This is an optimization exercise on Yosys and OpenROAD, whose aim is small area, not a production implementation. No functional check of the RTL was part of this run. No activity file was given, so power comes from the tool's default toggle rates.

<file path="flow/design.v">
module pccpu(
	input clock, reset,
	input start, enable,
	input [15:0]d_datain, i_datain,
	input [3:0] select_y,
	output [7:0] i_addr,
	output [7:0]d_addr,
	output d_we,
	output reg[15:0]  y,
	output [15:0]d_dataout
	);
	reg[7:0] pc; 
	reg[15:0] id_ir; 
	reg[15:0] gr[0:7]; 
	reg[7:0] ex_ir, wb_ir, mem_ir;
	reg[15:0]  smdr, reg_C, smdr_1, reg_C1;
	reg[15:0] reg_B, reg_A;
	reg zf, nf, cf;
	reg dw;
	reg cout;
	reg [15:0] ALUo;
	reg state;
	reg next_state;
always @(posedge clock or posedge reset)
	begin
		if (reset)
			state <= 1'b0;
		else
			state <= next_state;
	end
always @(*)
	begin
		case (state)
			1'b0 : 
				if ((enable == 1'b1) 
				&& (start == 1'b1))
					next_state <= 1'b1;
				else	
					next_state <= 1'b0;
			1'b1 :
				if ((enable == 1'b0) 
				|| (wb_ir[7:3] == 5'b00110))
					next_state <= 1'b0;
				else
					next_state <= 1'b1;
			default : next_state <= 1'b0;
		endcase
	end
always @(posedge clock or posedge reset)
	begin
		if (reset)
			begin
				id_ir <= 16'b1001_0000_0000_0000;
				pc <= 8'b0000_0000;
			end
		else if (state == 1'b1)
			begin
				if(id_ir[12:11] == 2'b11) 
				begin
					id_ir <= {5'b11001,11'b000_0000_0000};
					pc <= pc;
				end
				else if((id_ir[15:11] == 5'b11001) 
					||(id_ir[15:11]==5'b11110&&{i_datain[3:0]}=={1'b0,id_ir[10:8]}) 
					||(id_ir[15:11]==5'b11110&&{i_datain[7:4]}=={1'b0,id_ir[10:8]})
					||(id_ir[15:11]==5'b11110&&{i_datain[11:8]}=={1'b1,id_ir[10:8]})
					) 
				begin
					id_ir <= {5'b01001,11'b000_0000_0000};
					pc <= pc;
				end
				else 
				begin
					id_ir <= i_datain;
					if(((mem_ir[7:3] == 5'b11111)&& (zf == 1'b1)) 
					|| ((mem_ir[7:3] == 5'b00111)&& (nf == 1'b1))
					|| ((mem_ir[7:3] == 5'b10011)&& (cf == 1'b1))
					|| ((mem_ir[7:3] == 5'b11011)&& (zf == 1'b0)) 
					|| ((mem_ir[7:3] == 5'b01111)&& (nf == 1'b0))
					|| ((mem_ir[7:3] == 5'b10111)&& (cf == 1'b0)) 
					|| (mem_ir[7:3] == 5'b01011)
					|| (mem_ir[7:3] == 5'b00011))
					begin 	
						pc <= reg_C[7:0];
					end
					else
					begin 
					pc <= pc + 1'b1;
					end
				end
			end
	end
assign i_addr = pc; 
	always @(posedge clock or posedge reset)
	begin
		if (reset)
			begin
				ex_ir <= 8'b1001_0000;
				reg_A <= 16'b0000_0000_0000_0000;
				reg_B <= 16'b0000_0000_0000_0000;
				smdr <= 16'b0000_0000_0000_0000;
			end
		else if (state == 1'b1)
			begin				
				ex_ir <= id_ir[15:8];
				if(id_ir[11]==1'b1) 
					begin
					if(ex_ir[2:0]==id_ir[10:8])
							begin
								reg_A <= ALUo;  
							end
					else if(mem_ir[2:0]==id_ir[10:8]||wb_ir[2:0]==id_ir[10:8] )
							begin
							if(ex_ir[7:3] == 5'b01001&&mem_ir[2:0]==id_ir[10:8])
								begin		
									reg_A <= d_datain;  
								end
							else if(ex_ir[7:3] == 5'b11110)
								begin
									reg_A <= reg_C1;
								end
							else
								begin
									reg_A <= reg_C; 
								end
							end
					else	
						reg_A <= gr[id_ir[10:8]];
					end
				else 
					begin
					if(ex_ir[2:0]==id_ir[6:4]) 
							begin
								reg_A <= ALUo;
							end 
					else if(mem_ir[2:0]==id_ir[6:4]||wb_ir[2:0]==id_ir[6:4])
							begin
							if(ex_ir[7:3] == 5'b01001&&mem_ir[2:0]==id_ir[6:4])
								begin
									reg_A <= d_datain; 
								end
							else if(wb_ir[2:0]==id_ir[6:4])
								begin
									reg_A <= reg_C1;	
								end
							else
								begin
									reg_A <= reg_C;     
								end
							end
					else
						reg_A <= gr[id_ir[6:4]];
					end
				if(id_ir[4:3]==2'b00) 
					begin
					if(ex_ir[2:0]==id_ir[2:0]) 
						begin
							reg_B <= ALUo; 
						end
					else if(mem_ir[2:0]==id_ir[2:0]||wb_ir[2:0]==id_ir[2:0])
						begin
							if(ex_ir[7:3] == 5'b01001)
								begin
									reg_B <= d_datain; 
								end
							else if(wb_ir[2:0]==id_ir[2:0])
								begin
									reg_B <= reg_C1;
								end
							else
								begin
									reg_B <= reg_C; 
								end
						end
					else
							reg_B <= gr[id_ir[2:0]];
					end
				else  
					begin
					if(id_ir[15:11]==	5'b00001)
						reg_B <= {id_ir[7:0], 8'b0000_0000};
					else if(id_ir[12:11]==2'b11
							||id_ir[15:11]==5'b00101
							||id_ir[15:11]==5'b01101)
						reg_B <= {8'b0000_0000, id_ir[7:0]};
					else
						reg_B <= {12'b0000_0000_0000, id_ir[3:0]};
				   end
				if(id_ir[15:11]==5'b11010)
					begin
					if(mem_ir[2:0]==id_ir[10:8]) 
							begin 
							if(mem_ir[7:3] == 5'b11110)
								smdr <= d_datain;
							else
								smdr <= ALUo;
							end
					else
							smdr <= gr[id_ir[10:8]];
					end
				else
					smdr <= smdr;
			end
	end		
always @(*)
	begin
		if(reset)
			begin
				ALUo <= 0;
				cout <= 0;
			end
		else
			begin
				if(ex_ir[4:3] == 2'b11||ex_ir[7:3]==5'b11110
				||ex_ir[7:3]==5'b11010||ex_ir[7:3]==5'b00001||
				ex_ir[7:3]==5'b00101||ex_ir[7:3]==5'b11100
				)begin
					{cout, ALUo} <= reg_A + reg_B;
					end
				else if(ex_ir[7:3] ==5'b01100||ex_ir[7:3] ==5'b01101||ex_ir[7:3] == 5'b11000)
					begin 
						{cout, ALUo}<= reg_A - reg_B;
					end
				else if(ex_ir[7:3]==5'b10100)
					begin {cout, ALUo}<= (reg_A - reg_B) - cf ; end
				else if(ex_ir[7:3]==5'b00100)
					begin {cout, ALUo} <= (reg_A + reg_B) + cf; end
				else if(ex_ir[7:3]==5'b01000)
					begin {cout, ALUo}<= reg_A & reg_B;         end
				else if(ex_ir[7:3]==5'b10000)
					begin {cout, ALUo}<= reg_A | reg_B;         end
				else if(ex_ir[7:3]==5'b00000)
					begin {cout, ALUo}<= reg_A ^ reg_B;         end
				else if(ex_ir[7:3]==5'b01010)
					begin {cout, ALUo}<= reg_A << reg_B;        end
				else if(ex_ir[7:3]==5'b00010)
					begin {cout, ALUo}<= reg_A <<< reg_B;       end
				else if(ex_ir[7:3]==5'b10110)
					begin ALUo <= reg_A >>> reg_B; cout<=cf;    end
				else if(ex_ir[7:3]==5'b01110)
					begin ALUo<= reg_A >> reg_B;  cout<=cf;     end
				else
					begin {cout, ALUo} <= {cf,16'b0};           end
			end		
	end
always @(posedge clock or posedge reset)
	begin
		if (reset)
			begin
				mem_ir <= 8'b1001_0000;
				reg_C <= 16'b0000_0000_0000_0000;
				zf <= 0;
				cf <= 0;
				nf <= 0;
				dw <= 1'b0;
				smdr_1 <= 16'b0000_0000_0000_0000;
			end	
		else if (state == 1'b1)
			begin
				mem_ir <= ex_ir;
				reg_C <= ALUo;
				if ((ex_ir[3] == 1'b1) 
				|| (ex_ir[7:3] == 5'b00101)
				|| (ex_ir[7:3] == 5'b00001)
				|| (ex_ir[7:3] == 5'b01101))
					begin				
						if (reg_C == 16'b0000_0000_0000_0000)
							zf <= 1'b1;
						else
							zf <= 1'b0;
						nf <= reg_C[15];
						cf <= cout;
					end
				else
					begin
						zf <= zf;
						nf <= nf;
						cf <= cf;
					end
				if (ex_ir[7:3] == 5'b11010)
					begin
						dw <= 1'b1;
						smdr_1 <= smdr;
					end
				else
					begin
					dw <= 1'b0;
					smdr_1 <= smdr_1;
					end
			end
	end
always @(posedge clock or posedge reset)
	begin
		if (reset)
			begin
				wb_ir <= 8'b1001_0000;
				reg_C1 <= 16'b0000_0000_0000_0000;
			end	
		else if (state == 1'b1)
			begin
				wb_ir <= mem_ir;				
				if (mem_ir[7:3] == 5'b11110)
					reg_C1 <= d_datain;
				else
					reg_C1 <= reg_C;
			end
		else
			begin
				wb_ir <= wb_ir;
				reg_C1 <= reg_C1;
			end
	end	
assign d_we = dw;
assign d_dataout = smdr_1;
assign d_addr = reg_C[7:0];
always @(posedge clock or posedge reset)
	begin
		if (reset)
			begin
				gr[0] <= 16'b0000_0000_0000_0000;
				gr[1] <= 16'b0000_0000_0000_0000;
				gr[2] <= 16'b0000_0000_0000_0000;
				gr[3] <= 16'b0000_0000_0000_0000;
				gr[4] <= 16'b0000_0000_0000_0000;
				gr[5] <= 16'b0000_0000_0000_0000;
				gr[6] <= 16'b0000_0000_0000_0000;
				gr[7] <= 16'b0000_0000_0000_0000;
			end	
		else if (state == 1'b1)
			begin
				if ((wb_ir[7:3] == 5'b10010)
				||(wb_ir[4:3] == 2'b11)
				||(wb_ir[7:3] == 5'b00110)
				||(wb_ir[7:3] == 5'b11001)
				||(wb_ir[7:3] ==5'b01001)
				||(wb_ir[7:3] ==5'b11010)
				||(wb_ir[7:3] ==5'b11000))
					gr[wb_ir[2:0]] <= gr[wb_ir[2:0]];					
				else
					gr[wb_ir[2:0]] <= reg_C1;
			end
		else
			gr[wb_ir[2:0]] <= gr[wb_ir[2:0]];
	end
always @(*)
   begin
     case (select_y)
       4'b0001 : y = gr[1];
       4'b0010 : y = gr[2];
       4'b0011 : y = gr[3];
       4'b0100 : y = gr[4];
       4'b0101 : y = gr[5];
       4'b0110 : y = gr[6];
       4'b0111 : y = gr[7];
       4'b1000 : y = reg_A;
       4'b1001 : y = reg_B;
       4'b1011 : y = reg_C;
       4'b1100 : y = reg_C1;
       4'b1101 : y = smdr;
       4'b1110 : y = id_ir;
       default : y = {3'b000, dw, 2'b00, zf, nf, pc};
     endcase
   end
endmodule
</file>
<file path="flow/run.sh">
#!/bin/bash
# synth_recipe.tcl (not shown) runs the flow's synth.tcl, then flattens the netlist and writes it again
# the make line also repeats each setting of config.mk as NAME=value (left out here)
make -C /OpenROAD-flow-scripts/flow DESIGN_CONFIG=/design/flow/config.mk WORK_HOME=/design/flow/orfs CLKGATE_MAP_FILE= SYNTH_SCRIPT=/design/flow/synth_recipe.tcl finish
</file>
<file path="flow/config.mk">
export PLATFORM = sky130hd
export DESIGN_NAME = pccpu
export DESIGN_NICKNAME = pccpu
export VERILOG_FILES = /design/flow/design.v
export SDC_FILE = /design/flow/constraint.sdc
export NUM_CORES = 4
export LEC_CHECK = 0
export CAP_MARGIN = 20
export CORE_MARGIN = 2
export CORE_UTILIZATION = 40
export SLEW_MARGIN = 20
</file>
<file path="flow/constraint.sdc">
create_clock -name core_clock -period 8.0 [get_ports {clock}]
set_input_delay 1.6000 -clock core_clock [delete_from_list [all_inputs] [get_ports {clock}]]
set_output_delay 1.6000 -clock core_clock [all_outputs]
set_load 0.01 [all_outputs]
</file>
==> impl_results.md <==
- CTS Sinks: 277
- Critical path startpoint: select_y[1]
- Seq/Total Area, Yosys: 0.305
- Total grt overflow: 0
- H-tree levels: 1
- Starting density of the core: 0.404
- Setup Buffers After CTS: 0
- VDD IR-drop max: 0.000225 V
- Crit path max-delay cell type: o32ai_2
- WHS Endpoint: smdr_1[4]
- Reg clk slew, reported paths: around 0.060 ns
- Routability cong.: 1.06
- Die width: between 200 and 250 um
- Pin count of the biggest net entering global routing: 84
- # fillers: about 5500
- Via count: 23400
- Worst Tran Pin Value: around 1.2 ns
- Top-area cell type share of the netlist area: 0.296
- DR vias/cell: ~6.9
- CP Data Arrival Time: 4.41 ns
- Number of remaining DRC errors: 0
- Main flop type after synthesis: dfrtp_1
- CTS root buffer: clkbuf_16
- Minimum clock period: 6.01 ns
- Syn Inst Count: 2659
- CTS Buffer Depth: 3
- Reg-to-reg critical path startpoint: reg_B[2]
- Hold_sp: smdr_1[4]
- Worst-path maximum fanout: 11
- Post-DRT Antenna Nets: 0
- Gr usage total: 0.355
- Cell area power density: 491 nW/um2
- Port bufs: just under 90
- Synth area leader: dfrtp_1
- Post-synth EDFFs: 0
- Die area: 58800 um2
- Crit path capture type: output port
- Max Cap Viol: 0
- Initial antenna violation count: 4
- Setup Skew: 0.0228 ns
- Min-delay worst type: reg -> reg
- Synth Area per Inst: 8.55 um2
- Worst-Skew Late Latency: 0.61 ns
- Reg2reg path depth: 14
- CTS tree: done
- CTS resizes: 0
- Final-stage net count: ~2700
- RSZ-0062 raised after global routing: false
- Nature of the critical path startpoint: input pin
- Setup violations, final: 0
- IO Pins: 89
- Area Overhead vs Synth: 11.9%
- Synth Register Bits: 277
- Crit path cell chain: clkdlybuf4s50_1 > xor2_1 > o32ai_2 > a21oi_1 > nand3_1 > clkdlybuf4s50_1
- Slew HR: 0.173
- Wirelength per Cell: 31.7 um
- WL final: 108000 um
- Post-DP HPWL: 77800 um
- Post-synth ARST share: 1.00
- Initial drt markers: 3446
- Synth cell types: 89
- F_max: 0.166 GHz
- Vert. Die Dim: 242 um
- Static Leakage: 0.0102 uW
- Worst Path Required: approximately 6.4 ns
- Cts hold-fix bufs: 0
- Final max-slew violation count: 0
- Period Utilization, post-route: 0.752
- Register Area: around 7000 um2
- Hold Crit Depth: 1
- Rows: 87
- Share of layout cells above drive strength 1: 0.155
- CP peak stage delay: 0.90 ns
- Placeable Area: 56300 um2
- Vias in the first global route: about 22000
- Synthesized Nets: 2754
- WS Path Type: in -> out
- CTS Buf Count: 31
- Final TNS setup: 0 ns
- Synthesized cell area: 22700 um2
- Status: complete, no violations
- DR pass1 iterations: 9
- CP dominant cell by count: clkdlybuf4s50_1
- Final hold vios: 0
- Core Util, Final: 0.452
- Synth Warn #: 2
- Dominant cells by area after synthesis: dfrtp_1, mux2_2, mux2i_1, a21oi_1, o21ai_0
- Multi-input logic area: 14700 um2
- Global-route wire length before repair: between 150000 and 200000 um
- RR Endpoint: reg_B[13]
- R2R Setup Slk: ~2.7 ns
how the worst max path moves through the flow:
stage / cells after the start / slack, ns / endpoint
5_1_grt: 6 / 1.86 / y[5]
3_5_place_dp: 6 / 1.96 / y[3]
2_1_floorplan: 5 / 1.16 / smdr[3]
3_3_place_gp: 8 / 1.78 / y[4]
4_1_cts: 6 / 1.96 / y[5]
6_report: 6 / 1.99 / y[5]
per-stage QoR:
stage                     instance area (um2)  total power [uW]  hold slack [ns]  worst slack, ns  std cells
after floorplan                         22800              7670            0.467             1.16       2659
after global placement                  24300             10400            0.490             1.78       3345
after detailed placement                24300             10500            0.497             1.96       3345
after CTS                               25400             12100            0.511             1.96       3401
after global routing                    25400             13000            0.529             1.86       3402
final                                   25500             12500            0.503             1.99       3406
kinds of logic (layout without fill, tap and decap cells):
logic type	Yosys count	count (layout)	share of synthesized area
other	0	4	0
flip-flops	277	277	0.305
adder cells (fa/ha/maj)	55	55	0.0309
buffers and inverters	307	294	0.0530
AND/OR/NAND/NOR	760	760	0.155
multiplexers	328	328	0.173
AO/OA/AOI/OAI	850	850	0.251
XOR/XNOR	82	82	0.0316
registers in the layout, summed over array words and instances (netlist names), 16 cells and up:
name    flops
smdr_1     16
reg_C      16
reg_A      16
reg_B      16
reg_C1     16
id_ir      16
gr        128
smdr       16
critical path, delay by kind of cell:
kind            cells  cell delay (ns)
buf+inv             2             1.23
compound gates      2             1.09
xor+xnor            1             0.27
simple gates        1             0.21
per-layer routing:
layer  track usage  wire (um)  part of all wire  up-vias
li1              -          -                 -     9926
met1         0.471      42400              0.39    11500
met2         0.522      45200              0.42     1619
met3        0.0843      12000              0.11      362
met4         0.218       8010             0.074        8
met5             0        115            0.0011        -
layout by cell type (no fill, tap or decap), types with 17 or more instances in the layout:
cell	Yosys	final
buf_4	8	74
nand2b_1	25	25
xnor2_1	47	47
mux2i_1	101	101
a22o_1	33	33
xor2_1	35	35
a221oi_1	59	59
nor2_1	218	215
o22ai_1	43	43
nor2b_1	31	31
ha_1	53	53
a211oi_1	20	20
nand2_1	238	238
mux4_2	32	32
o211ai_1	22	22
inv_1	65	64
o221ai_1	45	45
clkdlybuf4s50_1	0	88
nor4_1	21	20
a22oi_1	72	72
o21ai_0	181	181
dfrtp_1	269	263
a31oi_1	41	41
mux2_2	194	194
and3_1	17	17
clkbuf_16	0	31
nor3_1	40	32
nand3_1	89	89
a21oi_1	190	190
where the power goes:
group / total [uW] / internal, uW / leakage (uW) / switching [uW]
registers: 3440 / 1980 / 0.00343 / 1460
logic: 7480 / 2850 / 0.00625 / 4630
clock network: 1590 / 955 / 0.000541 / 632
total: 12500 / 5790 / 0.0102 / 6720
cells in the mapped netlist, types with 53 or more instances:
cell        n
dfrtp_1   269
nand2_1   238
nor2_1    218
mux2_2    194
clkbuf_1  192
a21oi_1   190
o21ai_0   181
mux2i_1   101
nand3_1    89
a22oi_1    72
inv_1      65
a221oi_1   59
ha_1       53
area by class of cell:
type / instances / area share
clock buffer: 39 / 0.0340
antenna: 4 / 0.000393
inverter: 74 / 0.0111
tap: 756 / 0.0372
sequential: 277 / 0.273
multi-input combinational: 2075 / 0.577
timing repair buffer: 164 / 0.0575
clock inverter: 17 / 0.00993

[static timing again, ports no longer ideal]
The flow's constraints put no driver on any port. The routed layout listed below was extracted and timed again, unchanged, in two steps. Step 1 assumes that a clkbuf_16 drives the clock port and a buf_2 every other input. Step 2 times the ports against the registers' clock, not the clock port: input delays grow and output delays shrink by t, the midpoint of the rising clock arrivals with the driver on. Three values: ideal, step 1, step 2; two values: the first two.
t, ns: 0.647
setup WS [ns]: 1.986 / 1.959 / 1.959
clock arrival spread, ns: 0.023 / 0.023
slew at the worst register clock pin (ns): 0.07 / 0.07
worst data-port slew with drivers (ns): 0.04
After both steps this run still meets setup and hold. The setup slack of this run moves by -0.027 ns with the drivers and by -0.027 ns with both steps.
